Context: an optimization exercise on an open-source flow, tuned for small area. The choices shown serve that exercise and are no tape-out recipe.
Where RTL was checked, it was by simulation tests only, not by an equivalence proof against the original.
Function not checked in runs 3 to 8: the RTL went through the layout flow alone.
Power and IR drop assume default switching activity.

## flow/run.sh

```bash
#!/bin/bash
# Standard ORFS layout, with the port buffers made from the smallest buffer
# cell (sky130_fd_sc_hd__buf_1) instead of the one buffer_ports picks itself,
# and a clock tree of fewer, larger sink clusters without dummy loads
# (clkbuf_4 at the leaves, clkbuf_8 above them).
set -euo pipefail
export BUFFER_PORTS_ARGS="-buffer_cell sky130_fd_sc_hd__buf_1"
export CTS_ARGS="-sink_clustering_enable -repair_clock_nets -dont_use_dummy_load -buf_list sky130_fd_sc_hd__clkbuf_4 -tree_buf sky130_fd_sc_hd__clkbuf_8 -sink_clustering_size 11 -sink_clustering_max_diameter 60"
bash standard.sh > standard_flow.log 2>&1
```

## design.v

```verilog
`timescale 1ns / 1ps
module ddr_ctrl_top(
    input  wire         ui_clk,
    input  wire         rst,
    input  wire         wr_start,
    input  wire [255:0] wr_ddr_data,
    output wire         data_req,
    output wire         wr_done,
    input  wire         rd_start,
    output wire         rd_data_vld,
    output wire [255:0] rd_ddr_data,
    output wire         rd_done,
    output wire         ddr_busy,
    input  wire         app_rdy,
    output wire [2:0]   app_cmd,
    output wire         app_en,
    output wire [28:0]  app_addr,
    input  wire         app_wdf_rdy,
    output wire [255:0] app_wdf_data,
    output wire         app_wdf_wren,
    output wire         app_wdf_end,
    output wire [31:0]  app_wdf_mask,
    input  wire [255:0] app_rd_data,
    input  wire         app_rd_data_vld,
    input  wire         app_rd_data_end
);
reg         wx, wren, wen, wdone;
reg         rp, rr, rdone;
reg  [5:0]  wcnt;
reg  [16:0] waddr;
reg  [16:0] raddr;
reg         vld;
reg [255:0] rdata;
wire w_idle  = ~wx & ~wren & ~wen;
wire w_wait  =  wx & ~wren & ~wen;
wire w_first = ~wx &  wren & ~wen;
wire w_cmd   = ~wx &  wen;           
wire r_idle  = ~rp & ~rr;
wire r_wait  =  rp & ~rr;
wire r_cmd   = ~rp &  rr;            
wire arbit   = ~(wren | wen | wdone | rr | rdone);
wire w_inc   = w_cmd & app_rdy;
wire r_inc   = r_cmd & app_rdy;
wire beat    = wren & app_wdf_rdy;
reg  [17:0] wt, rt;
reg  [6:0]  ct;
reg  [16:0] waddr_n, raddr_n;
reg  [5:0]  wcnt_n;
integer i;
always @* begin
    wt[0] = w_inc;
    rt[0] = r_inc;
    ct[0] = beat;
    for (i = 0; i < 17; i = i + 1) begin
        wt[i+1] = wt[i] & waddr[i];
        rt[i+1] = rt[i] & raddr[i];
    end
    for (i = 0; i < 6; i = i + 1) ct[i+1] = ct[i] & wcnt[i];
    waddr_n = waddr ^ wt[16:0];
    raddr_n = raddr ^ rt[16:0];
    waddr_n[15] = waddr[15] ^ (wt[15] & ~waddr[16]);
    raddr_n[15] = raddr[15] ^ (rt[15] & ~raddr[16]);
    waddr_n[16] = waddr[16] ? ~wt[15] : wt[16];
    raddr_n[16] = raddr[16] ? ~rt[15] : rt[16];
    wcnt_n = wcnt ^ ct[5:0];
end
wire end_cmd = wt[6];
wire end_dat = ct[6];
wire end_rd  = rt[6];
wire wr_end  = (end_cmd | (wx & wren)) & (end_dat | ~wren);
always @(posedge ui_clk) begin
    if (rst) begin
        wx    <= 1'b0;
        wren  <= 1'b0;
        wen   <= 1'b0;
        wdone <= 1'b0;
        rp    <= 1'b0;
        rr    <= 1'b0;
        rdone <= 1'b0;
        wcnt  <= 6'd0;
        waddr <= 17'd0;
        raddr <= 17'd0;
        vld   <= 1'b0;
    end
    else begin
        wx    <= (w_idle & wr_start) | w_wait | (wren & ~end_dat & (wx | end_cmd));
        wren  <= (wx & wen & ~wren) | (wren & ~end_dat);
        wen   <= (w_wait & arbit) | w_first | (w_cmd & ~end_cmd);
        wdone <= wr_end;
        rp    <= ~rr & (rp | rd_start);
        rr    <= (r_wait & arbit & ~w_wait) | (rp & rr) | (r_cmd & ~end_rd);
        rdone <= end_rd;
        wcnt  <= wcnt_n;
        waddr <= waddr_n;
        raddr <= raddr_n;
        vld   <= app_rd_data_vld;
    end
end
always @(posedge ui_clk) rdata <= app_rd_data;
assign data_req     = beat;
assign wr_done      = wdone;
assign rd_done      = rdone;
assign rd_data_vld  = vld;
assign rd_ddr_data  = rdata;
assign ddr_busy     = wren | w_cmd | r_cmd;
assign app_en       = w_cmd | r_cmd;
assign app_cmd      = {2'b00, rr};
assign app_addr     = {9'd0, ({17{wen}} & waddr) | ({17{rr}} & raddr), 3'd0};
assign app_wdf_data = wr_ddr_data;
assign app_wdf_wren = wren;
assign app_wdf_end  = wren;
assign app_wdf_mask = 32'd0;
endmodule  
```

## constraint.sdc

```tcl
create_clock -name core_clock -period 10.0 [get_ports {ui_clk}]
set_input_delay 2.0000 -clock core_clock [delete_from_list [all_inputs] [get_ports {ui_clk}]]
set_output_delay 2.0000 -clock core_clock [all_outputs]
set_load 0.01 [all_outputs]
```

## config.mk

```make
export PLATFORM = sky130hd
export DESIGN_NAME = ddr_ctrl_top
export DESIGN_NICKNAME = ddr_ctrl_top
export VERILOG_FILES = /design/flow/design.v
export SDC_FILE = /design/flow/constraint.sdc
export NUM_CORES = 4
export LEC_CHECK = 0
export CAP_MARGIN = 20
export CORE_AREA = 130 130 250 250
export DIE_AREA = 0 0 380 380
export SLEW_MARGIN = 20
```

## standard.sh

```bash
#!/bin/bash
# synth_recipe.tcl (not shown) runs the flow's synth.tcl, then flattens the netlist and writes it again
# the make line also repeats each setting of config.mk as NAME=value (left out here)
make -C /OpenROAD-flow-scripts/flow DESIGN_CONFIG=/design/flow/config.mk WORK_HOME=/design/flow/orfs CLKGATE_MAP_FILE= SYNTH_SCRIPT=/design/flow/synth_recipe.tcl "${@:-finish}"
```

==> out/results.txt, run 1 <==
status - complete, no violations
Mapped Area - 0.00949 mm^2
drt first pass iters - 5
largest net degree at the start of global routing - 49
CP Class - in -> reg
root buffer cell - clkbuf_4
Final ANT Viol Nets - 0
Ys Warns - 1
register clock-pin slew on the reported worst setup and hold paths - 0.11 ns
Final period util - 49.5%
first-pass GRT wire length - 194000 um
Die ar. - 0.144 mm^2
DIE HEIGHT - 380 um
PortBufs - 544
unrepaired setup endpoints after global routing - false
startpoint types - input pin
Remaining DRCs - 0
Hold Fails Final Rpt - 0
setup TNS - 0 ns
total CTS buffers - 31
grt met1 use - 10.6%
Hold-fix buffers, CTS - 0
area delta synth->final - 4.91%
Max Freq - 202 MHz
register bit total from synthesis - 304
Hold Path Class - reg -> reg
proportion of layout cells with a drive suffix above 1 - 3.23%
setup repair bufs after CTS - 0
Routed Wire Length - 178000 um
chip width - 380 um
syn_area_per_cell - 12.7 um^2
worst skew pair latency - 0.60 ns
register area share after synthesis - 64.1%
Most Used Layer, Global Route - met2
gpl congestion - 0.883
initial drt markers - 625
Synth area leader - dfxtp_1
core area - 0.0140 mm^2
Max Slew Vio Count - 0
pwr dens - 206 mW/mm^2
H-tree lvl count - 1
Global Route Usage Sum - 20.4%
clk buf depth - 3
relative slew slack - 36.0%
measured slew at the worst slew-check pin - 0.960 ns
Max FO, Critical Path - 4
starting density of the core - 67.8%
hpwl dp - 173000 um
CP arrival - 5.42 ns
Setup violations, final - 0
fin crit period - 4.95 ns
leakage power - 4.13 nW
vias post-DR - 7554
DR WL/cell - 138 um
Vias per Instance - 5.87
I/O Pins - 1104
met3 Usage GRT - 31.0%
Cell Rows - 43
Clock Skew - 0.00692 ns
clk sinks - 304
max cap viols - 0
met2 global-route usage - 36.2%
CTS tree - done
CP endpoint kind - register
initial antenna violation count - 256
Post-CTS Resized - 0
Area contributors post-synth - dfxtp_1 64%, buf_4 24%, ha_1 4.7%
vias in the first global route - 6424
Final Util - 71.2%
Worst Path Required - 10.46 ns
top-area cell type share of the netlist area - 64.1%
VDD IR max - 0.142 mV
Syn Inst Count - 746
total gr overflow - 0
post-synthesis cell type count - 26
final net count - 1611
worst max-delay path: stages:
cell and delay, ns:
buf_1 0.08, and3_1 0.16, ha_1 0.18, ha_1 0.19
ha_1 0.19, ha_1 0.18, ha_1 0.18, ha_1 0.23
ha_1 0.20, ha_1 0.21, ha_1 0.19, ha_1 0.18
ha_1 0.18, ha_1 0.18, ha_1 0.18, ha_1 0.18
ha_1 0.19, nor2b_1 0.15, a21oi_1 0.14, nor2_1 0.05
cell type report:
cell class,instances,area (um^2)
Inverter,3,11.3
Antenna cell,54,135
Tap cell,180,225
Sequential cell,304,6090
Clock buffer,31,233
Fill cell,1111,4030
Timing Repair Buffer,544,2040
Multi-Input combinational cell,171,1220
flip-flops by register name, summed over array words and instances, names as in the netlist:
signal / cells
raddr: 17
wen: 1
waddr: 17
rr: 1
rdata: 256
rdone: 1
rp: 1
wcnt: 6
wdone: 1
wren: 1
wx: 1
vld: 1
metal layers:
metal | share of wire [%] | vias to the layer above
met2 | 50 | 1124
met4 | 1.8 | 244
met1 | 19 | 3041
li1 | - | 2684
met3 | 28 | 461
met5 | 1.1 | -
synth_stat cells (all sizes together):
master,instances
a2111oi,1
a21oi,4
a22o,18
a31o,1
a31oi,1
a32oi,1
and2,1
and2b,3
and3,2
buf,311
clkbuf,2
conb,1
dfxtp,304
ha,36
inv,3
nand2b,2
nor2,8
nor2b,40
nor3,1
nor4,1
o21a,1
o21ai,2
xnor2,2
metrics by stage:
stage | hold WS [ns] | cell area, um^2 | power, mW | std cells | setup slack [ns]
final | 0.557 | 9950 | 2.05 | 1287 | 5.05
after global routing | 0.586 | 9880 | 2.15 | 1258 | 4.93
after CTS | 0.559 | 9820 | 2.08 | 1233 | 5.09
after detailed placement | 0.533 | 9590 | 1.61 | 1202 | 4.39
after global placement | 0.530 | 9590 | 1.61 | 1202 | 4.43
after floorplan | 0.475 | 9660 | 1.50 | 791 | 4.80
cells by family (layout without fill, tap and decap cells):
group                      count (synthesis)  in the layout  share of synthesized area, %
adders and majority gates                 36             36                          4.75
AOI/OAI and AO/OA                         29             29                          2.41
xor gates and xnor gates                   2              2                         0.185
other                                      1            100                        0.0395
and+or+nand+nor                           58             58                          3.71
buffers and inverters                    316            578                          24.8
DFF                                      304            304                          64.1
where the power goes:
part / total (mW) / switching [mW] / internal (mW)
logic: 0.272 / 0.219 / 0.0528
registers: 1.30 / 0.0280 / 1.27
clock network: 0.482 / 0.339 / 0.143
total: 2.05 / 0.586 / 1.46
layout by cell type (no fill, tap or decap):
cell type  Yosys  layout
diode_2        0      54
o21a_1         1       1
nand2b_1       2       2
a21oi_1        4       4
inv_1          2       2
dfxtp_1      304     304
nor3_1         1       1
and2_1         1       1
and3_1         2       2
nor2_1         8       8
a31o_1         1       1
conb_1         1      46
a22o_1        18      18
clkbuf_4       0      31
o21ai_0        2       2
nor4_2         1       1
and2b_1        3       3
a2111oi_1      1       1
inv_2          1       1
clkbuf_2       0       1
xnor2_1        2       2
a31oi_1        1       1
buf_1          0     543
nor2b_1       40      40
a32oi_1        1       1
ha_1          36      36
worst paths after layout:
| kind | startpoint | to | slack (ns) | depth (start not counted) |
|---|---|---|---|---|
| setup / recovery | app_rdy | waddr[16] | 5.05 | 20 |
| hold / removal | waddr[15] | waddr[16] | 0.56 | 2 |
| setup reg to reg | wen | waddr[16] | 5.78 | 19 |
| hold reg to reg | waddr[15] | waddr[16] | 0.56 | 2 |
==> inputs of run 2 (changes only) <==
==> run.sh (new file) <==
#!/bin/bash
# synth_recipe.tcl (not shown) runs the flow's synth.tcl, then flattens the netlist and writes it again
# the make line also repeats each setting of config.mk as NAME=value (left out here)
make -C /OpenROAD-flow-scripts/flow DESIGN_CONFIG=/design/flow/config.mk WORK_HOME=/design/flow/orfs CLKGATE_MAP_FILE= SYNTH_SCRIPT=/design/flow/synth_recipe.tcl finish
--- a/config.mk
+++ b/config.mk
@@ -6,6 +6,9 @@
 export NUM_CORES = 4
 export LEC_CHECK = 0
 export CAP_MARGIN = 20
-export CORE_AREA = 130 130 250 250
+export CORE_AREA = 90 90 290 290
+export CTS_BUF_LIST = sky130_fd_sc_hd__clkbuf_4
+export CTS_CLUSTER_DIAMETER = 60
+export CTS_CLUSTER_SIZE = 11
 export DIE_AREA = 0 0 380 380
 export SLEW_MARGIN = 20
removed: flow/run.sh
removed: standard.sh
==> run 2 against run 1 <==
Still clean on timing, DRC and antenna. Clock power rose by 29%. Critical path depth is the same. Routed wire length is 34% lower. Non-clock buffer count unchanged. Global-route usage down 6.4 points. Sequential share of layout area down 17 points. Critical path type unchanged. Critical endpoint unchanged. Largest cell class unchanged.
==> out/results.txt, run 2 <==
status - complete, no violations (unchanged)
startpoint types - input pin (unchanged)
Area contributors post-synth - dfxtp_1 64%, buf_4 24%, ha_1 4.7% (unchanged)
Die ar. - 0.144 mm^2 (unchanged)
drt first pass iters - 4 (was 5)
DR WL/cell - 72.2 um (was 138 um)
commonest non-fill, non-tap cell in the layout - clkdlybuf4s50_1 (was buf_1)
Remaining DRCs - 0 (unchanged)
register bit total from synthesis - 304 (unchanged)
Max FO, Critical Path - 4 (unchanged)
Routed Wire Length - 118000 um (was 178000 um)
initial drt markers - 368 (was 625)
post-synthesis async set-or-reset flop share - 0% (unchanged)
clk sinks - 304 (unchanged)
worst skew pair latency - 0.69 ns (was 0.60 ns)
chip width - 380 um (unchanged)
top_reg_cell synth - dfxtp_1 (unchanged)
Max Freq - 192 MHz (was 202 MHz)
vias post-DR - 6808 (was 7554)
initial antenna violation count - 190 (was 256)
proportion of layout cells with a drive suffix above 1 - 4.66% (was 3.23%)
total CTS buffers - 37 (was 31)
CP arrival - 5.77 ns (was 5.42 ns)
relative slew slack - 41.7% (was 36.0%)
most frequent cell after synthesis - buf_4 (unchanged)
leakage power - 5.68 nW (was 4.13 nW)
fin crit period - 5.22 ns (was 4.95 ns)
top-area cell type share of the netlist area - 64.1% (unchanged)
CTS tree - done (unchanged)
Largest Register - rdata (unchanged)
vias in the first global route - 6628 (was 6424)
Mapped Area - 0.00949 mm^2 (unchanged)
gpl congestion - 0.878 (was 0.883)
max reg flops - 256 (unchanged)
core area - 0.0391 mm^2 (was 0.0140 mm^2)
Max Slew Vio Count - 0 (unchanged)
Vias per Instance - 4.16 (was 5.87)
Post-CTS Resized - 0 (unchanged)
Synth area leader - dfxtp_1 (unchanged)
I/O Pins - 1104 (unchanged)
CP Class - in -> reg (unchanged)
root buffer cell - clkbuf_4 (unchanged)
area delta synth->final - 46.4% (was 4.91%)
Commonest cells post-synth - 305 x buf_4, 304 x dfxtp_1, 40 x nor2b_1 (unchanged)
Final ANT Viol Nets - 0 (unchanged)
Placed Area - 0.0134 mm^2 (was 0.00959 mm^2)
EDFF count, synth - 0 (unchanged)
CP endpoint kind - register (unchanged)
register clock-pin slew on the reported worst setup and hold paths - 0.11 ns (about the same)
unrepaired setup endpoints after global routing - false (unchanged)
Hold Fails Final Rpt - 0 (unchanged)
Setup violations, final - 0 (unchanged)
clk buf depth - 3 (unchanged)
VDD IR max - 0.136 mV (was 0.142 mV)
starting density of the core - 24.3% (was 67.8%)
Ys Warns - 1 (unchanged)
DIE HEIGHT - 380 um (unchanged)
Global Route Usage Sum - 13.9% (was 20.4%)
top flop regs - rdata x256, raddr x17, waddr x17 (unchanged)
Hold Path Class - reg -> reg (unchanged)
total gr overflow - 0 (unchanged)
PortBufs - 544 (unchanged)
register area share after synthesis - 64.1% (unchanged)
pwr dens - 165 mW/mm^2 (was 206 mW/mm^2)
H-tree lvl count - 2 (was 1)
Hold-fix buffers, CTS - 0 (unchanged)
largest net degree at the start of global routing - 49 (unchanged)
post-synthesis cell type count - 26 (unchanged)
hpwl dp - 112000 um (was 173000 um)
measured slew at the worst slew-check pin - 0.874 ns (was 0.960 ns)
first-pass GRT wire length - 133000 um (was 194000 um)
final net count - 1617 (was 1611)
Final period util - 52.2% (was 49.5%)
most frequent cells in the layout - 543 x clkdlybuf4s50_1, 304 x dfxtp_1, 46 x conb_1 (was 543 x buf_1, 304 x dfxtp_1, 46 x conb_1)
setup TNS - 0 ns (unchanged)
Cell Rows - 72 (was 43)
Worst Path Required - 10.56 ns (was 10.46 ns)
max cap viols - 0 (unchanged)
Clock Skew - 0.0155 ns (was 0.00692 ns)
Design Area, Final - 0.0139 mm^2 (was 0.00995 mm^2)
syn_area_per_cell - 12.7 um^2 (unchanged)
Syn Inst Count - 746 (unchanged)
setup repair bufs after CTS - 0 (unchanged)
[run 2: changes by cell type in the layout (fill, tap and decap cells not counted)]
cell | before | now
clkdlybuf4s50_1 | 0 | 543
clkinv_1 | 0 | 3
buf_1 | 543 | 0
buf_2 | 0 | 1
diode_2 | 54 | 45
inv_6 | 0 | 3
inv_8 | 0 | 1
clkinv_4 | 0 | 4
clkbuf_2 | 1 | 0
clkbuf_4 | 31 | 39
[run 2: final timing paths]
kind,cells past startpoint,to,slack (ns),startpoint
worst max-delay path,20,waddr[16],4.78,app_rdy
worst max register to register,19,waddr[16],5.78,wen
worst min-delay path,1,rp,0.55,rp
worst min register to register,1,rp,0.55,rp
[run 2: cell type report]
class	instances	area, um^2
fill	3849	25200
antenna	45	113
sequential	304	6090
multi-input combinational	171	1220
inverter	3	11.3
clock buffer	39	293
tap	518	648
clock inverter	11	83.8
timing repair buffer	544	5440
[run 2: cells by family (layout without fill, tap and decap cells)]
| logic type | count (synthesis) | in the layout | synth area share [%] |
|---|---|---|---|
| AOI/OAI and AO/OA | 29 | 29 | 2.41 |
| xor gates and xnor gates | 2 | 2 | 0.185 |
| adders and majority gates | 36 | 36 | 4.75 |
| buffers and inverters | 316 | 597 | 24.8 |
| DFF | 304 | 304 | 64.1 |
| other | 1 | 91 | 0.0395 |
| and+or+nand+nor | 58 | 58 | 3.71 |
[run 2: worst max-delay path, cell delays in order]
cell,delay (ns)
clkdlybuf4s50_1,0.42
and3_1,0.18
ha_1,0.18
ha_1,0.18
ha_1,0.18
ha_1,0.18
ha_1,0.18
ha_1,0.24
ha_1,0.21
ha_1,0.19
ha_1,0.18
ha_1,0.18
ha_1,0.18
ha_1,0.19
ha_1,0.18
ha_1,0.19
ha_1,0.19
nor2b_1,0.15
a21oi_1,0.15
nor2_1,0.05
[run 2: power breakdown]
| part | leakage [nW] | switching [mW] | internal [mW] |
|---|---|---|---|
| sequential | 2.55 | 0.0279 | 1.27 |
| combinational | 2.91 | 0.177 | 0.190 |
| clock | 0.221 | 0.424 | 0.197 |
[run 2: layer usage]
layer | wire (um) | GRT usage, %
met1 | 26700 | 8.70
met2 | 58000 | 24.1
met3 | 29400 | 18.4
met4 | 2270 | 2.64
met5 | 1600 | 0
[run 2: metrics by stage]
step	cells	power (mW)	worst slack (ns)	hold WS (ns)	utilization, %
2_1_floorplan	791	1.50	4.80	0.475	-
3_3_place_gp	1540	1.71	4.04	0.518	34.3
3_5_place_dp	1540	1.71	4.02	0.517	34.3
4_1_cts	1590	2.35	4.74	0.554	35.3
5_1_grt	1615	2.42	4.63	0.581	35.4
6_report	1635	2.29	4.78	0.554	35.5
==> inputs of run 3 (changes only) <==
--- a/design.v
+++ b/design.v
@@ -42,32 +42,23 @@
 wire w_inc   = w_cmd & app_rdy;
 wire r_inc   = r_cmd & app_rdy;
 wire beat    = wren & app_wdf_rdy;
-reg  [17:0] wt, rt;
-reg  [6:0]  ct;
-reg  [16:0] waddr_n, raddr_n;
-reg  [5:0]  wcnt_n;
-integer i;
-always @* begin
-    wt[0] = w_inc;
-    rt[0] = r_inc;
-    ct[0] = beat;
-    for (i = 0; i < 17; i = i + 1) begin
-        wt[i+1] = wt[i] & waddr[i];
-        rt[i+1] = rt[i] & raddr[i];
+wire end_cmd = w_inc & (&waddr[5:0]);
+wire end_dat = beat & (&wcnt);
+wire end_rd  = r_inc & (&raddr[5:0]);
+wire wr_end  = (end_cmd | (wx & wren)) & (end_dat | ~wren);
+function [16:0] step;
+    input [16:0] q;
+    input        inc;
+    reg   [16:0] t;
+    integer      i;
+    begin
+        t[0] = inc;
+        for (i = 1; i < 17; i = i + 1) t[i] = t[i-1] & q[i-1];
+        step = q ^ t;
+        step[15] = q[15] ^ (t[15] & ~q[16]);
+        step[16] = q[16] ? ~(t[15]) : t[16];
     end
-    for (i = 0; i < 6; i = i + 1) ct[i+1] = ct[i] & wcnt[i];
-    waddr_n = waddr ^ wt[16:0];
-    raddr_n = raddr ^ rt[16:0];
-    waddr_n[15] = waddr[15] ^ (wt[15] & ~waddr[16]);
-    raddr_n[15] = raddr[15] ^ (rt[15] & ~raddr[16]);
-    waddr_n[16] = waddr[16] ? ~wt[15] : wt[16];
-    raddr_n[16] = raddr[16] ? ~rt[15] : rt[16];
-    wcnt_n = wcnt ^ ct[5:0];
-end
-wire end_cmd = wt[6];
-wire end_dat = ct[6];
-wire end_rd  = rt[6];
-wire wr_end  = (end_cmd | (wx & wren)) & (end_dat | ~wren);
+endfunction
 always @(posedge ui_clk) begin
     if (rst) begin
         wx    <= 1'b0;
@@ -90,9 +81,9 @@
         rp    <= ~rr & (rp | rd_start);
         rr    <= (r_wait & arbit & ~w_wait) | (rp & rr) | (r_cmd & ~end_rd);
         rdone <= end_rd;
-        wcnt  <= wcnt_n;
-        waddr <= waddr_n;
-        raddr <= raddr_n;
+        wcnt  <= wcnt + {5'd0, beat};
+        waddr <= step(waddr, w_inc);
+        raddr <= step(raddr, r_inc);
         vld   <= app_rd_data_vld;
     end
 end
==> flow/run.sh (new file) <==
#!/bin/bash
# Standard ORFS layout, with the port buffers made from the smallest buffer
# cell (sky130_fd_sc_hd__buf_1) instead of the one buffer_ports picks itself,
# and a clock tree of fewer, larger sink clusters without dummy loads.
set -euo pipefail
export BUFFER_PORTS_ARGS="-buffer_cell sky130_fd_sc_hd__buf_1"
export CTS_ARGS="-sink_clustering_enable -repair_clock_nets -dont_use_dummy_load -buf_list sky130_fd_sc_hd__clkbuf_16 -sink_clustering_size 30 -sink_clustering_max_diameter 100"
bash standard.sh > standard_flow.log 2>&1
==> standard.sh (new file) <==
#!/bin/bash
# synth_recipe.tcl (not shown) runs the flow's synth.tcl, then flattens the netlist and writes it again
# the make line also repeats each setting of config.mk as NAME=value (left out here)
make -C /OpenROAD-flow-scripts/flow DESIGN_CONFIG=/design/flow/config.mk WORK_HOME=/design/flow/orfs CLKGATE_MAP_FILE= SYNTH_SCRIPT=/design/flow/synth_recipe.tcl "${@:-finish}"
==> config.mk (replaced) <==
export PLATFORM = sky130hd
export DESIGN_NAME = ddr_ctrl_top
export DESIGN_NICKNAME = ddr_ctrl_top
export VERILOG_FILES = /design/flow/design.v
export SDC_FILE = /design/flow/constraint.sdc
export NUM_CORES = 4
export LEC_CHECK = 0
export CAP_MARGIN = 20
export CORE_AREA = 4 4 376 376
export DIE_AREA = 0 0 380 380
export SLEW_MARGIN = 20
removed: run.sh
==> run 3 against run 2 <==
Highest routed layer unchanged. Critical path type unchanged. Flip-flop and latch count unchanged. Still clean on timing, DRC and antenna. Clock skew increased by 0.031 ns. Global-route usage decreased by 4.6 points.
==> out/results.txt, run 3 <==
Hold Path Class - reg -> reg (unchanged)
setup repair bufs after CTS - 0 (unchanged)
measured slew at the worst slew-check pin - 0.879 ns (was 0.874 ns)
hpwl dp - 64900 um (was 112000 um)
worst r2r path cells - 20 (was 19)
Routed Wire Length - 71300 um (was 118000 um)
DIE HEIGHT - 380 um (unchanged)
clk buf depth - 3 (unchanged)
Max Freq - 203 MHz (was 192 MHz)
CP Class - in -> reg (unchanged)
pwr dens - 194 mW/mm^2 (was 165 mW/mm^2)
Area contributors post-synth - dfxtp_1 64%, buf_4 24%, ha_1 4.2% (was dfxtp_1 64%, buf_4 24%, ha_1 4.7%)
proportion of layout cells with a drive suffix above 1 - 3.20% (was 4.66%)
register bit total from synthesis - 304 (unchanged)
Final Util - 9.04% (was 35.5%)
top-area cell type share of the netlist area - 63.8% (was 64.1%)
starting density of the core - 6.93% (was 24.3%)
relative slew slack - 41.3% (was 41.7%)
Final period util - 49.3% (was 52.2%)
H-tree lvl count - 1 (was 2)
register area share after synthesis - 63.8% (was 64.1%)
leakage power - 4.29 nW (was 5.68 nW)
DR WL/cell - 24.6 um (was 72.2 um)
register clock-pin slew on the reported worst setup and hold paths - 0.07 ns (was 0.11 ns)
EDFF count, synth - 0 (unchanged)
core area - 0.137 mm^2 (was 0.0391 mm^2)
Remaining DRCs - 0 (unchanged)
Ys Warns - 1 (unchanged)
max reg flops - 256 (unchanged)
largest net degree at the start of global routing - 48 (was 49)
setup TNS - 0 ns (unchanged)
PortBufs - 544 (unchanged)
total gr overflow - 0 (unchanged)
critical path's top delay family - adder cells (unchanged)
clk sinks - 304 (unchanged)
Syn Inst Count - 760 (was 746)
most frequent cells in the layout - 542 x buf_1, 304 x dfxtp_1, 46 x conb_1 (was 543 x clkdlybuf4s50_1, 304 x dfxtp_1, 46 x conb_1)
CP max stage cell - and3b_2 (was clkdlybuf4s50_1)
worst skew pair latency - 0.63 ns (was 0.69 ns)
Die ar. - 0.144 mm^2 (unchanged)
startpoint types - input pin (unchanged)
Final ANT Viol Nets - 0 (unchanged)
most frequent CP cell - ha_1 (unchanged)
VDD IR max - 0.138 mV (was 0.136 mV)
Post-CTS Resized - 0 (unchanged)
Cell Rows - 136 (was 72)
Hold Slack - 0.494 ns (was 0.554 ns)
gpl congestion - 0.788 (was 0.878)
top_reg_cell synth - dfxtp_1 (unchanged)
worst path cell trace - buf_1 -> and3b_2 -> ha_1 -> ha_1 -> ha_1 -> ha_1 -> ha_1 -> ha_1 -> ha_1 -> ha_1 -> ha_1 -> ha_1 -> ha_1 -> ha_1 -> ha_1 -> ha_1 -> ha_1 -> nor2b_1 -> a21oi_1 -> nor2_1 (was clkdlybuf4s50_1 -> and3_1 -> ha_1 -> ha_1 -> ha_1 -> ha_1 -> ha_1 -> ha_1 -> ha_1 -> ha_1 -> ha_1 -> ha_1 -> ha_1 -> ha_1 -> ha_1 -> ha_1 -> ha_1 -> nor2b_1 -> a21oi_1 -> nor2_1)
total CTS buffers - 26 (was 37)
area delta synth->final - 30.4% (was 46.4%)
post-synthesis cell type count - 34 (was 26)
CP arrival - 5.40 ns (was 5.77 ns)
Worst R2R Setup Slack - 5.82 ns (was 5.78 ns)
first-pass GRT wire length - 84500 um (was 133000 um)
# fillers - 16000 (was 3849)
vias post-DR - 6565 (was 6808)
max cap viols - 0 (unchanged)
Worst Path Required - 10.47 ns (was 10.56 ns)
hold path start - wcnt[5] (was rp)
Commonest cells post-synth - 304 x buf_4, 304 x dfxtp_1, 37 x nor2b_1 (was 305 x buf_4, 304 x dfxtp_1, 40 x nor2b_1)
top flop regs - rdata x256, raddr x17, waddr x17 (unchanged)
Hold-fix buffers, CTS - 0 (unchanged)
Synth area leader - dfxtp_1 (unchanged)
vias in the first global route - 6641 (was 6628)
status - complete, no violations (unchanged)
syn_area_per_cell - 12.5 um^2 (was 12.7 um^2)
unrepaired setup endpoints after global routing - false (unchanged)
drt first pass iters - 4 (unchanged)
Setup violations, final - 0 (unchanged)
Min-Delay Endpoint - wcnt[5] (was rp)
CP endpoint kind - register (unchanged)
commonest non-fill, non-tap cell in the layout - buf_1 (was clkdlybuf4s50_1)
Global Route Usage Sum - 9.36% (was 13.9%)
Hold Fails Final Rpt - 0 (unchanged)
initial drt markers - 311 (was 368)
crit-path max cell delay - 0.21 ns (was 0.42 ns)
chip width - 380 um (unchanged)
I/O Pins - 1104 (unchanged)
Hold Crit Depth - 2 (was 1)
Worst Path Buf+Inv - 1 (unchanged)
CTS tree - done (unchanged)
Mapped Area - 0.00953 mm^2 (was 0.00949 mm^2)
root buffer cell - clkbuf_16 (was clkbuf_4)
Largest Register - rdata (unchanged)
Max Slew Vio Count - 0 (unchanged)
post-synthesis async set-or-reset flop share - 0% (unchanged)
Vias per Instance - 2.26 (was 4.16)
fin crit period - 4.93 ns (was 5.22 ns)
initial antenna violation count - 119 (was 190)
Max FO, Critical Path - 2 (was 4)
RR Startpoint - rr (was wen)
final net count - 1617 (unchanged)
Worst R2R End - raddr[16] (was waddr[16])
Clock Skew - 0.0463 ns (was 0.0155 ns)
## run 3: worst max path at each step
stage,slack [ns],depth (start not counted),start,to
final,5.07,20,app_rdy,waddr[16]
after global placement,4.43,20,app_rdy,waddr[16]
after floorplan,4.80,19,app_rdy,waddr[16]
after detailed placement,4.43,20,app_rdy,waddr[16]
after global routing,4.93,20,app_rdy,waddr[15]
after CTS,5.11,20,app_rdy,waddr[16]
## run 3: cell families (layout without fill, tap and decap cells)
family                     after synthesis  in the layout  synth area share [%]
and+or+nand+nor                         68             68                  4.21
xor gates and xnor gates                 5              5                 0.459
AOI/OAI and AO/OA                       32             32                  2.69
buffers and inverters                  318            576                  24.6
other                                    1             88                0.0393
adders and majority gates               32             32                  4.20
DFF                                    304            304                  63.8
## run 3: per-layer routing
layer	routed length, um	GRT usage [%]	part of all wire [%]	vias to the layer above
met5	706	0.231	0.99	-
met2	32200	15.0	45	630
met3	18400	12.0	26	245
met1	17900	6.50	25	2844
met4	2040	2.66	2.9	112
li1	-	-	-	2734
## run 3: worst reg2reg max path, stage by stage (launching register included)
cell and delay [ns]:
dfxtp_1 0.61, nand3b_1 0.29, inv_1 0.07, ha_1 0.18, ha_1 0.18, ha_1 0.18
ha_1 0.18, ha_1 0.18, ha_1 0.18, ha_1 0.18, ha_1 0.18, ha_1 0.18
ha_1 0.18, ha_1 0.18, ha_1 0.18, ha_1 0.18, ha_1 0.18, ha_1 0.18
nor2b_1 0.15, a21oi_1 0.14, nor2_1 0.06
## run 3: layout make-up
| class | count | area (um^2) | share of cell area, % |
|---|---|---|---|
| Antenna cell | 42 | 105 | 0.845 |
| Clock buffer | 26 | 651 | 5.23 |
| Inverter | 5 | 18.8 | 0.151 |
| Multi-Input combinational cell | 183 | 1270 | 10.3 |
| Sequential cell | 304 | 6090 | 48.9 |
| Tap cell | 1794 | 2240 | 18.1 |
| Timing Repair Buffer | 545 | 2050 | 16.5 |
## run 3: metrics by stage
step | cells | total power, mW | setup slack [ns] | area, um^2
2_1_floorplan | 805 | 1.50 | 4.80 | 9700
3_3_place_gp | 2831 | 1.52 | 4.43 | 11700
3_5_place_dp | 2831 | 1.52 | 4.43 | 11700
4_1_cts | 2857 | 2.51 | 5.11 | 12300
5_1_grt | 2858 | 2.54 | 4.93 | 12300
6_report | 2899 | 2.42 | 5.07 | 12400
## run 3: report_power, final
part | switching [mW] | internal (mW) | leakage (nW)
Clock | 0.483 | 0.453 | 0.321
Combinational | 0.123 | 0.0540 | 1.42
Sequential | 0.0316 | 1.27 | 2.55
==> inputs of run 4 (changes only) <==
==> flow/run.sh (replaced) <==
#!/bin/bash
# Standard ORFS layout, with the port buffers made from the smallest buffer
# cell (sky130_fd_sc_hd__buf_1) instead of the one buffer_ports picks itself,
# and a clock tree of fewer, larger sink clusters without dummy loads.
set -euo pipefail
export BUFFER_PORTS_ARGS="-buffer_cell sky130_fd_sc_hd__buf_1"
export CTS_ARGS="-sink_clustering_enable -repair_clock_nets -dont_use_dummy_load -buf_list sky130_fd_sc_hd__clkbuf_8 -sink_clustering_size 20 -sink_clustering_max_diameter 80"
bash standard.sh > standard_flow.log 2>&1
==> run 4 against run 3 <==
Still clean. Synthesized cell count did not move. Sequential share of layout area rose by 0.67 points. Flip-flop and latch count unchanged. Die area is the same. Critical endpoint unchanged.
==> out/results.txt, run 4 <==
status - complete, no violations (unchanged)
max reg flops - 256 (unchanged)
vias post-DR - 6567 (was 6565)
max cap viols - 0 (unchanged)
register clock-pin slew on the reported worst setup and hold paths - 0.08 ns (was 0.07 ns)
largest net degree at the start of global routing - 48 (unchanged)
drt first pass iters - 4 (unchanged)
pwr dens - 184 mW/mm^2 (was 194 mW/mm^2)
total gr overflow - 0 (unchanged)
top flop regs - rdata x256, raddr x17, waddr x17 (unchanged)
register bit total from synthesis - 304 (unchanged)
Mapped Area - 0.00953 mm^2 (unchanged)
Routed Wire Length - 71700 um (was 71300 um)
Commonest cells post-synth - 304 x buf_4, 304 x dfxtp_1, 37 x nor2b_1 (unchanged)
DIE HEIGHT - 380 um (unchanged)
worst skew pair latency - 0.62 ns (was 0.63 ns)
Setup violations, final - 0 (unchanged)
initial antenna violation count - 121 (was 119)
PortBufs - 544 (unchanged)
Flop pwr share - 57.8% (was 53.9%)
Design Area, Final - 0.0123 mm^2 (was 0.0124 mm^2)
Syn Inst Count - 760 (unchanged)
pre-CTS WS - 4.43 ns (unchanged)
top_reg_cell synth - dfxtp_1 (unchanged)
area delta synth->final - 28.7% (was 30.4%)
post-synthesis cell type count - 34 (unchanged)
startpoint types - input pin (unchanged)
vias in the first global route - 6734 (was 6641)
Largest Register - rdata (unchanged)
clk sinks - 304 (unchanged)
CP endpoint kind - register (unchanged)
Vias per Instance - 2.25 (was 2.26)
fin crit period - 4.95 ns (was 4.93 ns)
Worst R2R Setup Slack - 5.80 ns (was 5.82 ns)
Max FO, Critical Path - 2 (unchanged)
Final period util - 49.5% (was 49.3%)
first-pass GRT wire length - 85000 um (was 84500 um)
Net Sw Frac - 27.8% (was 26.4%)
leakage power - 4.21 nW (was 4.29 nW)
most frequent cells in the layout - 542 x buf_1, 304 x dfxtp_1, 46 x conb_1 (unchanged)
root buffer cell - clkbuf_8 (was clkbuf_16)
NetSw - 0.627 mW (was 0.637 mW)
chip width - 380 um (unchanged)
I/O Pins - 1104 (unchanged)
starting density of the core - 6.93% (unchanged)
Power Internal - 1.63 mW (was 1.78 mW)
Ys Warns - 1 (unchanged)
EDFF count, synth - 0 (unchanged)
Hold-fix buffers, CTS - 0 (unchanged)
Worst Path Required - 10.46 ns (was 10.47 ns)
relative slew slack - 41.3% (about the same)
Max Slew Vio Count - 0 (unchanged)
unrepaired setup endpoints after global routing - false (unchanged)
total CTS buffers - 34 (was 26)
Max Freq - 202 MHz (was 203 MHz)
VDD IR max - 0.0978 mV (was 0.138 mV)
Clock Power Share - 34.3% (was 38.7%)
Global Route Usage Sum - 9.48% (was 9.36%)
Hold Path Class - reg -> reg (unchanged)
commonest non-fill, non-tap cell in the layout - buf_1 (unchanged)
hpwl dp - 64900 um (unchanged)
final setup margin - 5.05 ns (was 5.07 ns)
CTS tree - done (unchanged)
initial drt markers - 242 (was 311)
gpl congestion - 0.788 (unchanged)
Post-CTS Resized - 0 (unchanged)
Die ar. - 0.144 mm^2 (unchanged)
register area share after synthesis - 63.8% (unchanged)
# fillers - 16000 (about the same)
Comb power frac - 7.9% (was 7.3%)
final net count - 1625 (was 1617)
Final ANT Viol Nets - 0 (unchanged)
Remaining DRCs - 0 (unchanged)
syn_area_per_cell - 12.5 um^2 (unchanged)
Synth area leader - dfxtp_1 (unchanged)
clk buf depth - 3 (unchanged)
Hold Slack - 0.494 ns (about the same)
Clock Skew - 0.0313 ns (was 0.0463 ns)
H-tree lvl count - 2 (was 1)
Area contributors post-synth - dfxtp_1 64%, buf_4 24%, ha_1 4.2% (unchanged)
Hold Fails Final Rpt - 0 (unchanged)
measured slew at the worst slew-check pin - 0.879 ns (about the same)
DR WL/cell - 24.6 um (about the same)
CP arrival - 5.41 ns (was 5.40 ns)
post-synthesis async set-or-reset flop share - 0% (unchanged)
core area - 0.137 mm^2 (unchanged)
setup repair bufs after CTS - 0 (unchanged)
top-area cell type share of the netlist area - 63.8% (unchanged)
setup TNS - 0 ns (unchanged)
CP Class - in -> reg (unchanged)
Tot Pwr - 2.25 mW (was 2.42 mW)
Placed Area - 0.0117 mm^2 (unchanged)
Cell Rows - 136 (unchanged)
proportion of layout cells with a drive suffix above 1 - 3.92% (was 3.20%)
## run 4: cell counts after synthesis
Identical to the previous run, type by type.
## run 4: stage by stage
stage	std cells	util (%)
after floorplan	805	-
after global placement	2831	8.49
after detailed placement	2831	8.49
after CTS	2865	8.83
after global routing	2867	8.84
final	2913	8.92
## run 4: worst max-delay path: stages
cell and delay [ns]:
buf_1 0.09, and3b_2 0.21, ha_1 0.19, ha_1 0.19, ha_1 0.19, ha_1 0.18, ha_1 0.18, ha_1 0.18
ha_1 0.18, ha_1 0.19, ha_1 0.19, ha_1 0.18, ha_1 0.18, ha_1 0.18, ha_1 0.18, ha_1 0.18
ha_1 0.19, nor2b_1 0.15, a21oi_1 0.16, nor2_1 0.05
## run 4: final cells by class
| cell class | count | area (um^2) | share of cell area, % |
|---|---|---|---|
| Inverter | 5 | 18.8 | 0.153 |
| Timing Repair Buffer | 545 | 2050 | 16.7 |
| Sequential cell | 304 | 6090 | 49.6 |
| Antenna cell | 48 | 120 | 0.979 |
| Tap cell | 1794 | 2240 | 18.3 |
| Clock buffer | 34 | 468 | 3.81 |
| Multi-Input combinational cell | 183 | 1270 | 10.4 |
## run 4: logic make-up (layout without fill, tap and decap cells)
logic type / Yosys count / in the layout / synth area share (%)
AO/OA/AOI/OAI: 32 / 32 / 2.69
adder cells (fa/ha/maj): 32 / 32 / 4.20
buffers and inverters: 318 / 584 / 24.6
XOR/XNOR: 5 / 5 / 0.459
flip-flops: 304 / 304 / 63.8
other: 1 / 94 / 0.0393
AND/OR/NAND/NOR: 68 / 68 / 4.21
## run 4: per-layer routing
layer | share of wire [%] | track usage (%)
met4 | 3.4 | 3.29
met1 | 25 | 6.35
met2 | 45 | 14.9
met3 | 26 | 12.6
met5 | 0.98 | 0.231
## run 4: power groups by stage
stage | Combinational, mW | Clock, mW | Sequential [mW]
finish | 0.177 | 0.774 | 1.30
global route | 0.194 | 0.892 | 1.31
CTS | 0.191 | 0.866 | 1.30
detailed placement | 0.191 | 0 | 1.33
global placement | 0.188 | 0 | 1.33
floorplan | 0.155 | 0 | 1.35
## run 4: path summary, 6_finish.rpt
check,from,end,cells past startpoint
hold / removal,wcnt[5],wcnt[5],2
setup / recovery,app_rdy,waddr[16],20
setup reg to reg,wen,waddr[16],19
hold reg to reg,wcnt[5],wcnt[5],2
==> inputs of run 5 (changes only) <==
--- a/design.v
+++ b/design.v
@@ -96,7 +96,7 @@
 assign ddr_busy     = wren | w_cmd | r_cmd;
 assign app_en       = w_cmd | r_cmd;
 assign app_cmd      = {2'b00, rr};
-assign app_addr     = {9'd0, ({17{wen}} & waddr) | ({17{rr}} & raddr), 3'd0};
+assign app_addr     = {9'd0, wen ? waddr : raddr, 3'd0};
 assign app_wdf_data = wr_ddr_data;
 assign app_wdf_wren = wren;
 assign app_wdf_end  = wren;
==> flow/run.sh (replaced) <==
#!/bin/bash
# Standard ORFS layout, with the port buffers made from the smallest buffer
# cell (sky130_fd_sc_hd__buf_1) instead of the one buffer_ports picks itself.
set -euo pipefail
export BUFFER_PORTS_ARGS="-buffer_cell sky130_fd_sc_hd__buf_1"
bash standard.sh > standard_flow.log 2>&1
==> run 5 against run 4 <==
Sequential power about the same. Die area unchanged. Core utilization up 0.70 points. Critical path type unchanged. Critical endpoint is now waddr[15]. Largest power group is now the clock network.
==> out/results.txt, run 5 <==
status - complete, no violations (unchanged)
VDD IR max - 0.128 mV (was 0.0978 mV)
register area share after synthesis - 63.6% (was 63.8%)
Commonest cells post-synth - 304 x buf_4, 304 x dfxtp_1, 37 x nor2b_1 (unchanged)
critical path's top delay family - adder cells (unchanged)
crit-path max cell delay - 0.21 ns (about the same)
first-pass GRT wire length - 81200 um (was 85000 um)
Net Sw Frac - 25.9% (was 27.8%)
core area - 0.137 mm^2 (unchanged)
root buffer cell - clkbuf_16 (was clkbuf_8)
Cell Rows - 136 (unchanged)
Vias per Instance - 2.22 (was 2.25)
relative slew slack - 31.5% (was 41.3%)
post-synthesis async set-or-reset flop share - 0% (unchanged)
CP Class - in -> reg (unchanged)
Max Freq - 201 MHz (was 202 MHz)
CP arrival - 5.42 ns (was 5.41 ns)
Hold-fix buffers, CTS - 0 (unchanged)
Top Metal Used - met5 (unchanged)
proportion of layout cells with a drive suffix above 1 - 7.91% (was 3.92%)
initial antenna violation count - 108 (was 121)
CP max stage cell - ha_1 (was and3b_2)
Clock Skew - 0.0122 ns (was 0.0313 ns)
DIE HEIGHT - 380 um (unchanged)
startpoint types - input pin (unchanged)
fin crit period - 4.97 ns (was 4.95 ns)
I/O Pins - 1104 (unchanged)
chip width - 380 um (unchanged)
Hold Crit Depth - 2 (unchanged)
max cap viols - 0 (unchanged)
Setup violations, final - 0 (unchanged)
Tot Pwr - 3.04 mW (was 2.25 mW)
top-area cell type share of the netlist area - 63.6% (was 63.8%)
Comb power frac - 6.2% (was 7.9%)
footprint of the multi-input gates - 0.00131 mm^2 (was 0.00127 mm^2)
Levels on crit path - 21 (was 20)
Mapped Area - 0.00956 mm^2 (was 0.00953 mm^2)
CTS tree - done (unchanged)
vias post-DR - 6544 (was 6567)
PortBufs - 544 (unchanged)
most frequent cells in the layout - 543 x buf_1, 304 x dfxtp_1, 46 x conb_1 (was 542 x buf_1, 304 x dfxtp_1, 46 x conb_1)
CP endpoint kind - register (unchanged)
Flop pwr share - 42.9% (was 57.8%)
syn_area_per_cell - 12.6 um^2 (was 12.5 um^2)
setup repair bufs after CTS - 0 (unchanged)
Clock Power Share - 50.9% (was 34.3%)
Synth area leader - dfxtp_1 (unchanged)
Global Route Usage Sum - 9.05% (was 9.48%)
NetSw - 0.787 mW (was 0.627 mW)
top_reg_cell synth - dfxtp_1 (unchanged)
register bit total from synthesis - 304 (unchanged)
gpl congestion - 0.810 (was 0.788)
Die ar. - 0.144 mm^2 (unchanged)
most frequent CP cell - ha_1 (unchanged)
worst r2r path cells - 20 (was 19)
Worst Path Required - 10.46 ns (about the same)
clk sinks - 304 (unchanged)
commonest non-fill, non-tap cell in the layout - buf_1 (unchanged)
largest net degree at the start of global routing - 51 (was 48)
Hold Path Class - reg -> reg (unchanged)
Max Slew Vio Count - 0 (unchanged)
DR WL/cell - 23.2 um (was 24.6 um)
FF/Latch Area - 0.00609 mm^2 (unchanged)
Post-CTS Resized - 0 (unchanged)
starting density of the core - 6.95% (was 6.93%)
leakage power - 4.68 nW (was 4.21 nW)
setup TNS - 0 ns (unchanged)
Largest Register - rdata (unchanged)
max reg flops - 256 (unchanged)
post-synthesis cell type count - 33 (was 34)
Area contributors post-synth - dfxtp_1 64%, buf_4 24%, ha_1 4.2% (unchanged)
Ys Warns - 1 (unchanged)
Max FO, Critical Path - 2 (unchanged)
Worst Path Buf+Inv - 2 (was 1)
unrepaired setup endpoints after global routing - false (unchanged)
M1 WL - 18000 um (was 17700 um)
drt first pass iters - 4 (unchanged)
Remaining DRCs - 0 (unchanged)
Power Internal - 2.25 mW (was 1.63 mW)
register clock-pin slew on the reported worst setup and hold paths - 0.05 ns (was 0.08 ns)
measured slew at the worst slew-check pin - 1.03 ns (was 0.879 ns)
area delta synth->final - 38.4% (was 28.7%)
total gr overflow - 0 (unchanged)
vias in the first global route - 6657 (was 6734)
Final period util - 49.7% (was 49.5%)
Syn Inst Count - 761 (was 760)
initial drt markers - 225 (was 242)
Routed Wire Length - 68400 um (was 71700 um)
WL met3 - 18600 um (was 18800 um)
hpwl dp - 61200 um (was 64900 um)
worst path cell trace - buf_1 -> nand3b_1 -> inv_1 -> ha_1 -> ha_1 -> ha_1 -> ha_1 -> ha_1 -> ha_1 -> ha_1 -> ha_1 -> ha_1 -> ha_1 -> ha_1 -> ha_1 -> ha_1 -> ha_1 -> ha_1 -> nor2b_1 -> xnor2_1 -> nor2_1 (was buf_1 -> and3b_2 -> ha_1 -> ha_1 -> ha_1 -> ha_1 -> ha_1 -> ha_1 -> ha_1 -> ha_1 -> ha_1 -> ha_1 -> ha_1 -> ha_1 -> ha_1 -> ha_1 -> ha_1 -> nor2b_1 -> a21oi_1 -> nor2_1)
total CTS buffers - 41 (was 34)
pwr dens - 230 mW/mm^2 (was 184 mW/mm^2)
worst skew pair latency - 0.60 ns (was 0.62 ns)
EDFF count, synth - 0 (unchanged)
clk buf depth - 3 (unchanged)
final net count - 1635 (was 1625)
H-tree lvl count - 2 (unchanged)
Final ANT Viol Nets - 0 (unchanged)
Hold Fails Final Rpt - 0 (unchanged)
# fillers - 15900 (was 16000)
met2 wire length - 28800 um (was 32000 um)
top flop regs - rdata x256, raddr x17, waddr x17 (unchanged)
-- run 5: final cells by class --
type | instances | share of cell area (%)
timing repair buffer | 545 | 15.5
clock inverter | 20 | 2.09
tap | 1794 | 17.0
sequential | 304 | 46.0
multi-input combinational | 185 | 9.91
clock buffer | 52 | 8.59
inverter | 6 | 0.170
antenna | 42 | 0.794
-- run 5: per-stage QoR --
stage / instance area (um^2) / hold WS [ns] / worst slack [ns] / cells / util (%)
final: 13200 / 0.495 / 5.03 / 2948 / 9.63
after floorplan: 9730 / 0.455 / 4.85 / 806 / -
after CTS: 13100 / 0.491 / 5.07 / 2906 / 9.55
after global routing: 13100 / 0.537 / 4.81 / 2909 / 9.55
after global placement: 11700 / 0.477 / 4.40 / 2834 / 8.52
after detailed placement: 11700 / 0.477 / 4.39 / 2834 / 8.52
-- run 5: worst paths after layout --
check	to	start	slack, ns
hold / removal	wcnt[5]	wcnt[5]	0.49
setup / recovery	waddr[15]	app_rdy	5.03
setup reg to reg	waddr[15]	wen	5.70
hold reg to reg	wcnt[5]	wcnt[5]	0.49
-- run 5: kinds of logic after synthesis --
logic type	Yosys count	share of synthesized area, %
xor gates and xnor gates	5	0.458
DFF	304	63.6
buffers and inverters	317	24.4
other	1	0.0392
AOI/OAI and AO/OA	15	1.09
muxes	17	2.00
and+or+nand+nor	70	4.17
adders and majority gates	32	4.19
-- run 5: power groups by stage --
stage | Combinational [mW] | Clock (mW) | Sequential, mW
global route | 0.209 | 1.68 | 1.31
CTS | 0.203 | 1.65 | 1.30
detailed placement | 0.203 | 0 | 1.33
floorplan | 0.162 | 0 | 1.35
global placement | 0.201 | 0 | 1.33
finish | 0.189 | 1.55 | 1.30
-- run 5: per-layer routing --
| metal | vias to the layer above | global-route usage (%) |
|---|---|---|
| li1 | 2779 | - |
| met1 | 2811 | 6.35 |
| met2 | 655 | 13.3 |
| met3 | 213 | 12.6 |
| met4 | 86 | 3.38 |
| met5 | - | 0.0331 |
-- run 5: worst reg2reg max path: stages, from the launching register on --
cell and delay [ns]:
dfxtp_1 0.64, nand3b_1 0.30, inv_1 0.07, ha_1 0.18
ha_1 0.18, ha_1 0.18, ha_1 0.18, ha_1 0.18
ha_1 0.18, ha_1 0.21, ha_1 0.20, ha_1 0.18
ha_1 0.18, ha_1 0.19, ha_1 0.19, ha_1 0.19
ha_1 0.18, ha_1 0.19, nor2b_1 0.16, xnor2_1 0.16
nor2_1 0.05
==> inputs of run 6 (changes only) <==
==> run.sh (new file) <==
#!/bin/bash
# synth_recipe.tcl (not shown) runs the flow's synth.tcl, then flattens the netlist and writes it again
# the make line also repeats each setting of config.mk as NAME=value (left out here)
make -C /OpenROAD-flow-scripts/flow DESIGN_CONFIG=/design/flow/config.mk WORK_HOME=/design/flow/orfs CLKGATE_MAP_FILE= SYNTH_SCRIPT=/design/flow/synth_recipe.tcl finish
--- a/config.mk
+++ b/config.mk
@@ -6,6 +6,6 @@
 export NUM_CORES = 4
 export LEC_CHECK = 0
 export CAP_MARGIN = 20
-export CORE_AREA = 4 4 376 376
-export DIE_AREA = 0 0 380 380
+export CORE_AREA = 4 4 196 196
+export DIE_AREA = 0 0 200 200
 export SLEW_MARGIN = 20
removed: flow/run.sh
removed: standard.sh
==> run 6 against run 5 <==
The run now fails in 3_2_place_iop. Synthesized cell count unchanged. Area after synthesis unchanged.
==> out/results.txt, run 6 <==
status - stopped before the end (was complete, no violations)
last stage reached - 3_2_place_iop
error msg - [ERROR PPL-0024] Number of IO pins (1104) exceeds maximum number of available positions (718). Increase the die perimeter from 800.00um to 1501.44um.
Mapped Area - 0.00956 mm^2 (unchanged)
Ys Warns - 1 (unchanged)
Cell Rows - 70 (was 136)
Syn Inst Count - 761 (unchanged)
chip width - 200 um (was 380 um)
Area contributors post-synth - dfxtp_1 64%, buf_4 24%, ha_1 4.2% (unchanged)
starting density of the core - 26.2% (was 6.95%)
DIE HEIGHT - 200 um (was 380 um)
top_reg_cell synth - dfxtp_1 (unchanged)
Commonest cells post-synth - 304 x buf_4, 304 x dfxtp_1, 37 x nor2b_1 (unchanged)
Synth area leader - dfxtp_1 (unchanged)
post-synthesis async set-or-reset flop share - 0% (unchanged)
register bit total from synthesis - 304 (unchanged)
register area share after synthesis - 63.6% (unchanged)
post-synthesis cell type count - 33 (unchanged)
top-area cell type share of the netlist area - 63.6% (unchanged)
EDFF count, synth - 0 (unchanged)
syn_area_per_cell - 12.6 um^2 (unchanged)
## run 6: cell counts after synthesis
No cell type changed its count.
## run 6: cell families after synthesis
family / share of synthesized area [%]
other: 0.0392
flip-flops: 63.6
AO/OA/AOI/OAI: 1.09
buffers and inverters: 24.4
AND/OR/NAND/NOR: 4.17
multiplexers: 2.00
adder cells (fa/ha/maj): 4.19
XOR/XNOR: 0.458
==> inputs of run 7 (changes only) <==
--- a/config.mk
+++ b/config.mk
@@ -7,5 +7,8 @@
 export LEC_CHECK = 0
 export CAP_MARGIN = 20
 export CORE_AREA = 4 4 196 196
+export CTS_BUF_LIST = sky130_fd_sc_hd__clkbuf_4 sky130_fd_sc_hd__clkbuf_2
+export CTS_CLUSTER_DIAMETER = 60
+export CTS_CLUSTER_SIZE = 30
 export DIE_AREA = 0 0 200 200
 export SLEW_MARGIN = 20
==> run 7 against run 6 <==
The flow again stops in 3_2_place_iop. Area after synthesis unchanged. Synthesized cell count unchanged.
==> out/results.txt, run 7 <==
status - stopped before the end (unchanged)
last stage reached - 3_2_place_iop (unchanged)
error msg - [ERROR PPL-0024] Number of IO pins (1104) exceeds maximum number of available positions (718). Increase the die perimeter from 800.00um to 1501.44um. (unchanged)
top-area cell type share of the netlist area - 63.6% (unchanged)
Mapped Area - 0.00956 mm^2 (unchanged)
DIE HEIGHT - 200 um (unchanged)
EDFF count, synth - 0 (unchanged)
register bit total from synthesis - 304 (unchanged)
Ys Warns - 1 (unchanged)
register area share after synthesis - 63.6% (unchanged)
Area contributors post-synth - dfxtp_1 64%, buf_4 24%, ha_1 4.2% (unchanged)
chip width - 200 um (unchanged)
Synth area leader - dfxtp_1 (unchanged)
Commonest cells post-synth - 304 x buf_4, 304 x dfxtp_1, 37 x nor2b_1 (unchanged)
Syn Inst Count - 761 (unchanged)
syn_area_per_cell - 12.6 um^2 (unchanged)
post-synthesis cell type count - 33 (unchanged)
post-synthesis async set-or-reset flop share - 0% (unchanged)
starting density of the core - 26.2% (unchanged)
top_reg_cell synth - dfxtp_1 (unchanged)
Cell Rows - 70 (unchanged)
-- run 7: cell families after synthesis --
logic type      share of synthesized area [%]
flops                                    63.6
mux                                      2.00
fa+ha+maj                                4.19
simple gates                             4.17
other cells                            0.0392
buf+inv                                  24.4
xor+xnor                                0.458
compound gates                           1.09
==> inputs of run 8 (changes only) <==
==> config.mk (replaced) <==
export PLATFORM = sky130hd
export DESIGN_NAME = ddr_ctrl_top
export DESIGN_NICKNAME = ddr_ctrl_top
export VERILOG_FILES = /design/flow/design.v
export SDC_FILE = /design/flow/constraint.sdc
export NUM_CORES = 4
export LEC_CHECK = 0
export CAP_MARGIN = 20
export CORE_AREA = 4 4 376 376
export DIE_AREA = 0 0 380 380
export SLEW_MARGIN = 20
==> run 8 against run 7 <==
Now clean on timing, DRC and antenna. Area after synthesis did not move. Synthesized cell count did not move.
==> out/results.txt, run 8 <==
DIE HEIGHT - 380 um (was 200 um)
Max FO, Critical Path - 2
Syn Inst Count - 761 (unchanged)
Area contributors post-synth - dfxtp_1 64%, buf_4 24%, ha_1 4.2% (unchanged)
setup TNS - 0 ns
crit-path max cell delay - 0.44 ns
startpoint types - input pin
Final ANT Viol Nets - 0
max cap viols - 0
Flop pwr share - 41.5%
starting density of the core - 6.95% (was 26.2%)
DR WL/cell - 23.4 um
Cell Rows - 136 (was 70)
initial drt markers - 212
proportion of layout cells with a drive suffix above 1 - 7.89%
Worst Path Required - 10.45 ns
Power Internal - 2.33 mW
gpl congestion - 0.776
CP arrival - 5.77 ns
post-synthesis async set-or-reset flop share - 0% (unchanged)
top flop regs - rdata x256, raddr x17, waddr x17
Net Sw Frac - 25.6%
Clock Skew - 0.0333 ns
EDFF count, synth - 0 (unchanged)
chip width - 380 um (was 200 um)
Remaining DRCs - 0
hpwl dp - 61300 um
drt first pass iters - 4
register clock-pin slew on the reported worst setup and hold paths - 0.06 ns
worst skew pair latency - 0.62 ns
syn_area_per_cell - 12.6 um^2 (unchanged)
Commonest cells post-synth - 304 x buf_4, 304 x dfxtp_1, 37 x nor2b_1 (unchanged)
hold path start - raddr[3]
Max Freq - 188 MHz
CP endpoint kind - register
CP max stage cell - clkdlybuf4s50_1
Hold Path Class - reg -> reg
worst path cell trace - clkdlybuf4s50_1 -> nand3b_1 -> inv_1 -> ha_1 -> ha_1 -> ha_1 -> ha_1 -> ha_1 -> ha_1 -> ha_1 -> ha_1 -> ha_1 -> ha_1 -> ha_1 -> ha_1 -> ha_1 -> ha_1 -> ha_1 -> nor2b_1 -> a21oi_1 -> nor2_1
Worst R2R Setup Slack - 5.72 ns
worst r2r path cells - 20
status - complete, no violations (was stopped before the end)
leakage power - 6.13 nW
register bit total from synthesis - 304 (unchanged)
most frequent CP cell - ha_1
Die ar. - 0.144 mm^2
total CTS buffers - 42
Setup violations, final - 0
Global Route Usage Sum - 9.16%
area delta synth->final - 73.2%
Hold Crit Depth - 2
CTS tree - done
Post-CTS Resized - 0
commonest non-fill, non-tap cell in the layout - clkdlybuf4s50_1
Max Slew Vio Count - 0
Final period util - 53.2%
Ys Warns - 1 (unchanged)
Worst R2R End - waddr[16]
Routed Wire Length - 69000 um
top_reg_cell synth - dfxtp_1 (unchanged)
H-tree lvl count - 2
total gr overflow - 0
PortBufs - 544
measured slew at the worst slew-check pin - 1.02 ns
register area share after synthesis - 63.6% (unchanged)
root buffer cell - clkbuf_16
I/O Pins - 1104
core area - 0.137 mm^2
unrepaired setup endpoints after global routing - false
Hold-fix buffers, CTS - 0
post-synthesis cell type count - 33 (unchanged)
Largest Register - rdata
largest net degree at the start of global routing - 51
relative slew slack - 31.9%
RR Startpoint - wen
Design Area, Final - 0.0166 mm^2
Vias per Instance - 2.19
Min-Delay Endpoint - rdone
NetSw - 0.805 mW
setup repair bufs after CTS - 0
CP Class - in -> reg
clk sinks - 304
vias in the first global route - 6689
pwr dens - 190 mW/mm^2
vias post-DR - 6457
max reg flops - 256
Synth area leader - dfxtp_1 (unchanged)
initial antenna violation count - 96
final net count - 1636
fin crit period - 5.32 ns
first-pass GRT wire length - 82600 um
top-area cell type share of the netlist area - 63.6% (unchanged)
VDD IR max - 0.124 mV
Comb power frac - 10.5%
Hold Fails Final Rpt - 0
Clock Power Share - 48.0%
Tot Pwr - 3.14 mW
clk buf depth - 3
Placed Area - 0.0151 mm^2
Mapped Area - 0.00956 mm^2 (unchanged)
most frequent cells in the layout - 543 x clkdlybuf4s50_1, 304 x dfxtp_1, 46 x conb_1
==> run 8: worst max path at each step <==
| stage | endpoint | cells after the start | from | slack, ns |
|---|---|---|---|---|
| 2_1_floorplan | raddr[16] | 20 | app_rdy | 4.85 |
| 3_3_place_gp | raddr[16] | 21 | app_rdy | 4.03 |
| 3_5_place_dp | waddr[16] | 21 | app_rdy | 4.05 |
| 4_1_cts | waddr[16] | 21 | app_rdy | 4.71 |
| 5_1_grt | waddr[16] | 21 | app_rdy | 4.51 |
| 6_report | waddr[16] | 21 | app_rdy | 4.68 |
==> run 8: worst max-delay path, delay by kind of cell <==
family	cells	cell delay, ns
compound gates	1	0.15
buf+inv	2	0.50
simple gates	3	0.32
fa+ha+maj	15	2.78
==> run 8: logic make-up (layout without fill, tap and decap cells) <==
logic type / count (synthesis) / after routing / synth area share [%]
multiplexers: 17 / 17 / 2.00
buffers and inverters: 317 / 627 / 24.4
adder cells (fa/ha/maj): 32 / 32 / 4.19
flip-flops: 304 / 304 / 63.6
XOR/XNOR: 5 / 5 / 0.458
AO/OA/AOI/OAI: 15 / 15 / 1.09
AND/OR/NAND/NOR: 70 / 70 / 4.17
other: 1 / 78 / 0.0392
==> run 8: final cells by class <==
type	count	area, um^2
Antenna cell	32	80.1
Clock buffer	57	1180
Clock inverter	19	188
Fill cell	15600	121000
Inverter	6	22.5
Multi-Input combinational cell	185	1310
Sequential cell	304	6090
Tap cell	1794	2240
Timing Repair Buffer	545	5450
==> run 8: routing by layer <==
| metal | GRT usage (%) | vias up | part of all wire, % |
|---|---|---|---|
| met1 | 6.67 | 2735 | 26 |
| met5 | 0.0331 | - | 0.79 |
| li1 | - | 2772 | - |
| met4 | 3.15 | 82 | 3.4 |
| met2 | 13.8 | 657 | 43 |
| met3 | 12.1 | 211 | 27 |
==> run 8: per-stage QoR <==
step | hold WS, ns | util (%) | cells | worst slack, ns
2_1_floorplan | 0.455 | - | 806 | 4.85
3_3_place_gp | 0.475 | 11.0 | 2834 | 4.03
3_5_place_dp | 0.481 | 11.0 | 2834 | 4.05
4_1_cts | 0.491 | 12.0 | 2910 | 4.71
5_1_grt | 0.525 | 12.0 | 2911 | 4.51
6_report | 0.490 | 12.0 | 2942 | 4.68
==> run 8: power by group through the flow <==
stage	sequential (mW)	clock, mW	combinational, mW
3_3_place_gp	1.33	0	0.341
2_1_floorplan	1.35	0	0.162
5_1_grt	1.31	1.65	0.349
4_1_cts	1.30	1.61	0.344
3_5_place_dp	1.33	0	0.343
6_report	1.30	1.51	0.330

port drivers added, routing unchanged:
The flow's constraints put no driver on any port. The routed layouts listed below were extracted and timed again, unchanged, in two steps. Step 1 (the two cells are an assumption about what drives the block):
set clk [get_ports {ui_clk}]
set_driving_cell -lib_cell sky130_fd_sc_hd__clkbuf_16 $clk
set_driving_cell -lib_cell sky130_fd_sc_hd__buf_2 [delete_from_list [all_inputs] $clk]
Step 2 adds t to the input delays and takes it off the output delays; t is the mean of the earliest and latest rising clock arrival at the registers after step 1. Input paths then give back, and output paths get back, about the clock's delay inside the block. a / b / c = ideal ports / drivers / drivers and shift; a / b = the first two.
| run | t, ns | setup slack, ns | slew at the worst register clock pin (ns) |
|---|---|---|---|
| run 1 | 0.698 | 5.046 / 5.039 / 4.341 | 0.11 / 0.11 |
| run 2 | 0.766 | 4.784 / 4.726 / 4.018 | 0.12 / 0.12 |
| run 3 | 0.653 | 5.072 / 5.086 / 4.433 | 0.11 / 0.11 |
| run 4 | 0.686 | 5.053 / 5.070 / 4.384 | 0.12 / 0.12 |
| run 5 | 0.666 | 5.031 / 5.042 / 4.376 | 0.06 / 0.06 |
| run 8 | 0.668 | 4.679 / 4.685 / 4.016 | 0.06 / 0.06 |
After both steps every run listed still meets setup and hold. For run 2, which loses most, drivers alone change the setup slack by -0.058 ns; drivers and shift together by -0.766 ns.
